This is an optimization exercise on Yosys and OpenROAD, whose aim is small area and a short achievable clock period, not a production implementation. Function was checked by simulation only, so behaviour that the tests miss may differ from the original.

==> flow/design.v (outline; a module is shown in full before it is edited, if it fits) <==
// module mul24: 627 lines
// module fa3: 4 lines
// module ha2: 4 lines
// module falign: 22 lines
// module faddsub: 36 lines
// module fnorm: 49 lines
// module fpost: 37 lines
// module fma: 126 lines
module fma #(
                parameter int FW = 23,
                parameter int EW = 8
            )(
                input logic clk,
                input logic [2 : 0] rm,
                input logic [3:0] op,
                input logic [EW + FW : 0]  opA,
                input logic [EW + FW : 0]  opB,
                input logic [EW + FW : 0]  opC,
                output logic [EW + FW : 0]  result
            );
  // ...
==> flow/flow/run.sh <==
#!/bin/bash
# The standard layout (bash standard.sh), with plain buffers on the ports
# instead of the delay buffers buffer_ports picks by default.
set -euo pipefail
export BUFFER_PORTS_ARGS="-buffer_cell sky130_fd_sc_hd__buf_1"
bash standard.sh > standard.log 2>&1
==> flow/standard.sh <==
#!/bin/bash
# synth_recipe.tcl (not shown) runs the flow's synth.tcl, then flattens the netlist and writes it again
# the make line also repeats each setting of config.mk as NAME=value (left out here)
make -C /OpenROAD-flow-scripts/flow DESIGN_CONFIG=/design/flow/config.mk WORK_HOME=/design/flow/orfs CLKGATE_MAP_FILE= SYNTH_SCRIPT=/design/flow/synth_recipe.tcl "${@:-finish}"
==> flow/config.mk <==
export PLATFORM = sky130hd
export DESIGN_NAME = fma
export DESIGN_NICKNAME = fma
export VERILOG_FILES = /design/flow/design.v
export SDC_FILE = /design/flow/constraint.sdc
export NUM_CORES = 4
export LEC_CHECK = 0
export ABC_AREA = 1
export CAP_MARGIN = 20
export CORE_MARGIN = 2
export CORE_UTILIZATION = 55
export CTS_CLUSTER_DIAMETER = 120
export CTS_CLUSTER_SIZE = 28
export SLEW_MARGIN = 20
export SYNTH_HIERARCHICAL = 1
export SYNTH_MINIMUM_KEEP_SIZE = 0
==> flow/constraint.sdc <==
create_clock -name core_clock -period 55.0 [get_ports {clk}]
set_input_delay 11.0000 -clock core_clock [delete_from_list [all_inputs] [get_ports {clk}]]
set_output_delay 11.0000 -clock core_clock [all_outputs]
set_load 0.01 [all_outputs]
==> out/results.ini, run 1 <==
[run_status]
run_status=complete, no violations

[grt]
use_met1_pct=50.0
overflow=0

[logic_synthesis]
yosys.area_share.xor_xnor_pct=9.41
synth_edf_count=0
syn_area_sq_um=33600
synthFlopType=dfxtp_1

[cells_and_area]
drive_gt1_share_pct=6.09
clock_tree_area_fraction_pct=1.70
layout_common_cells=1157 x nand2_1, 549 x nand3_1, 483 x inv_1
n_antenna_cell=0
comb.multi_input.count=3958
largest-register=M2
nets=5452

[critical_path]
crit_arrival_ns=1.04
startpoint=result[19]$_DFF_P_

[route]
ant_nets=0

[cts]
cts_resized=0
cts_setup_buffers=0
htreeDepth=1

[timing]
finalSetupTns_ns=0
rsz0062_at_grt=no
fin_crit_ns=12.04

[floorplan]
die-area_sq_um=63100

[place]
gp_congestion=1.06
dpl.cell_count=5717

==> run 2, diff against run 1 <==
--- a/flow/config.mk
+++ b/flow/config.mk
@@ -9,5 +9,5 @@
 export CAP_MARGIN = 20
 export CORE_MARGIN = 2
-export CORE_UTILIZATION = 55
+export CORE_UTILIZATION = 40
 export CTS_CLUSTER_DIAMETER = 120
 export CTS_CLUSTER_SIZE = 28
==> out/results.ini, run 2 <==
[run_status]
run_status=complete, no violations  ; unchanged

[cts]
clk_pin_slew_ns=0.10  ; about the same
postCtsHoldBufs=0  ; unchanged
clkSinkCount=231  ; unchanged
cts_buffers=16  ; unchanged
cts_tree=yes  ; unchanged
cts-root-buf=clkbuf_16  ; unchanged
htreeDepth=1  ; unchanged
cts_resized=0  ; unchanged
clock_path_buffers=3  ; unchanged
cts_setup_buffers=0  ; unchanged
insertion_delay_ns=0.56  ; was 0.57 ns

[critical_path]
worstPathMaxFanout=1  ; unchanged
timing.critical_path.cells=buf_1  ; unchanged
crit_slowest_cell=dfxtp_1  ; unchanged
end_kind=primary output  ; unchanged
critPathTopFamily=flip-flops  ; unchanged
slowest_delay_ns=0.33  ; was 0.34 ns
cp-start-kind=register  ; unchanged
worstSetupPathType=reg2out  ; unchanged
timing.critical_path.buf_inv=1  ; unchanged
crit_arrival_ns=1.04  ; about the same
critPathRequiredTime_ns=44.00  ; about the same

[cells_and_area]
nets=5435  ; was 5452
drive_gt1_share_pct=5.77  ; was 6.09%
layout_common_cells=1157 x nand2_1, 549 x nand3_1, 481 x inv_1  ; was 1157 x nand2_1, 549 x nand3_1, 483 x inv_1
area_growth_pct=4.90  ; was 4.28%
n_antenna_cell=0  ; unchanged
reg_top3=M2: 48 flops, result: 32 flops  ; unchanged
instances_no_fill=6022  ; was 5742
design_area_sq_um=35200  ; was 35000 sq um
layout_commonest_cell=nand2_1  ; unchanged
final.fill_count=8828  ; was 6082
largest-register=M2  ; unchanged
largest_reg_flops=48  ; unchanged

[grt]
use_met1_pct=37.7  ; was 50.0%
grtUsageTotal_pct=29.6  ; was 40.4%
top_usage_layer=met2  ; unchanged
met2_usage_pct=46.8  ; was 63.7%
grt_max_degree=94  ; unchanged
grt_use_met3_pct=6.27  ; was 9.46%
antenna_found_initial=1  ; was 4
grt_first_pass_wirelength_mm=199  ; was 197 mm
overflow=0  ; unchanged
first_global_vias=33200  ; was 33400

[place]
dp_hpwl_mm=102  ; about the same
dpl.cell_count=5998  ; was 5717
place_area_sq_um=34700  ; was 34400 sq um
gp_congestion=1.03  ; was 1.06
io_buffers=135  ; unchanged

[run]
maxCapViolCount=0  ; unchanged

[logic_synthesis]
synth.distinct_cells=71  ; unchanged
yosysMostFrequentCell=nand2_1  ; unchanged
synth_simple_gate_area_share_pct=30.7  ; unchanged
synthAdderAreaFrac_pct=19.3  ; unchanged
synthTopCellsByArea=dfxtp_1 14%, nand2_1 13%, fa_1 12%, xor2_1 8.8%, nand3_1 8.2%  ; unchanged
async_flop_share_pct=0  ; unchanged
synth_edf_count=0  ; unchanged
syn_area_sq_um=33600  ; unchanged
yosys-top-cells-count=1157 x nand2_1, 549 x nand3_1, 483 x inv_1  ; unchanged
synthFlopType=dfxtp_1  ; unchanged
synth_top_area_share_pct=13.8  ; unchanged
synth_top_family_by_area=simple AND/OR/NAND/NOR gates  ; unchanged
ys_seq_elements=231  ; unchanged
synth.mux.area_fraction_pct=0.0931  ; unchanged
synth_compound_area_share_pct=16.5  ; unchanged
yosys.area.top_type=dfxtp_1  ; unchanged
avgSynthCellArea_sq_um=6.72  ; unchanged
yosysSeqAreaShare_pct=13.8  ; unchanged
yosys.area_share.xor_xnor_pct=9.41  ; unchanged
yosysWarnings=15  ; unchanged
postSynthCellCount=4995  ; unchanged

[timing]
finalSetupViolCount=0  ; unchanged
tightest_slew_ns=1.14  ; was 1.25 ns
fmax_mhz=83.0  ; was 83.1 MHz
rsz0062_at_grt=no  ; unchanged
fin_worst_skew_ns=0.0236  ; was 0.0291 ns
drv_slew=0  ; unchanged
hold_viol_final=0  ; unchanged
period_share_pct=21.9  ; about the same
relSlewSlack_pct=23.2  ; was 16.0%
fin_crit_ns=12.04  ; about the same
finalSetupTns_ns=0  ; unchanged
whs_ns=0.344  ; was 0.336 ns

[min_path]
min_path_type=reg2reg  ; unchanged

[floorplan]
die_x_microns=294  ; was 251 microns
rows=106  ; was 90
coreArea_sq_um=83400  ; was 60400 sq um
die-area_sq_um=86300  ; was 63100 sq um
initial_core_util_pct=40.3  ; was 55.6%
io_pins=136  ; unchanged
die_y_microns=294  ; was 251 microns

[route]
first_pass_iters=6  ; was 14
vias=34800  ; was 35700
viasPerCell=5.78  ; was 6.22
drt_iter0_drc=3674  ; was 4737
ant_nets=0  ; unchanged
drc=0  ; unchanged
wire_per_inst_microns=21.7  ; was 22.9 microns
drt-total-wl_mm=130  ; was 131 mm

## run 2: cell families (layout without fill, tap and decap cells)
kind of cell / count (synthesis) / after routing
xor gates and xnor gates: 360 / 360
muxes: 3 / 3
AOI/OAI and AO/OA: 868 / 868
DFF: 231 / 231
buffers and inverters: 820 / 753
adders and majority gates: 395 / 395
and+or+nand+nor: 2317 / 2317
other: 1 / 15
## run 2: metal layers
layer / wire length, microns / up-vias
met4: 8040 / 0
li1: - / 16600
met2: 56800 / 1727
met5: 0 / -
met3: 12100 / 442
met1: 53500 / 16000
## run 2: through the flow
stage | utilization, % | worst slack (ns)
2_1_floorplan | - | 43.46
3_3_place_gp | 41.5 | 43.29
3_5_place_dp | 41.5 | 43.28
4_1_cts | 42.2 | 42.92
5_1_grt | 42.2 | 42.90
6_report | 42.2 | 42.96
## run 2: final timing paths
check                                   startpoint              to  slack (ns)  depth (start not counted)
worst max-delay path            result[23]$_DFF_P_      result[23]       42.96                          1
worst min-delay path                rm1[1]$_DFF_P_  rm2[1]$_DFF_P_        0.34                          0
worst max register to register          g1$_DFF_P_     El2$_DFF_P_       43.79                         46
worst min register to register      rm1[1]$_DFF_P_  rm2[1]$_DFF_P_        0.34                          0
## run 2: layout make-up
class                      count  area (sq um)  share of cell area (%)
tap                         1080          1350                    3.84
timing repair buffer         210          1070                    3.04
clock buffer                  17           425                    1.21
multi-input combinational   3958         25700                    72.8
clock inverter                 7           148                   0.419
inverter                     519          1950                    5.54
sequential                   231          4630                    13.1
## run 2: Yosys stat by module, one instance, submodules excluded
module,flops+latches,cells
fa3,0,1
faddsub,0,589
falign,0,844
fma,231,968
fnorm,0,789
fpost,0,236
ha2,0,1
mul24,0,1365

## re-timing with driven ports
Ports are ideal in the flow. The routed layouts listed here were re-timed in OpenROAD.
Step 1 sets driving cells, clkbuf_16 on the clock port and buf_2 on the other inputs (assumed; they add their load-dependent delay and slew).
Step 2 times the ports against the registers' clock, not the clock port: input delays grow and output delays shrink by t, the midpoint of the rising clock arrivals with the driver on.
a / b / c = ideal ports / drivers / drivers and shift; a / b = the first two.
run | shift t [ns] | slack for setup (ns) | latest minus earliest clock arrival (ns) | worst register clock-pin slew, ns
run 1 | 0.610 | 42.959 / 42.895 / 43.293 | 0.048 / 0.048 | 0.10 / 0.10
run 2 | 0.617 | 42.957 / 42.889 / 43.282 | 0.025 / 0.025 | 0.11 / 0.11
After both steps every run listed still meets setup and hold.
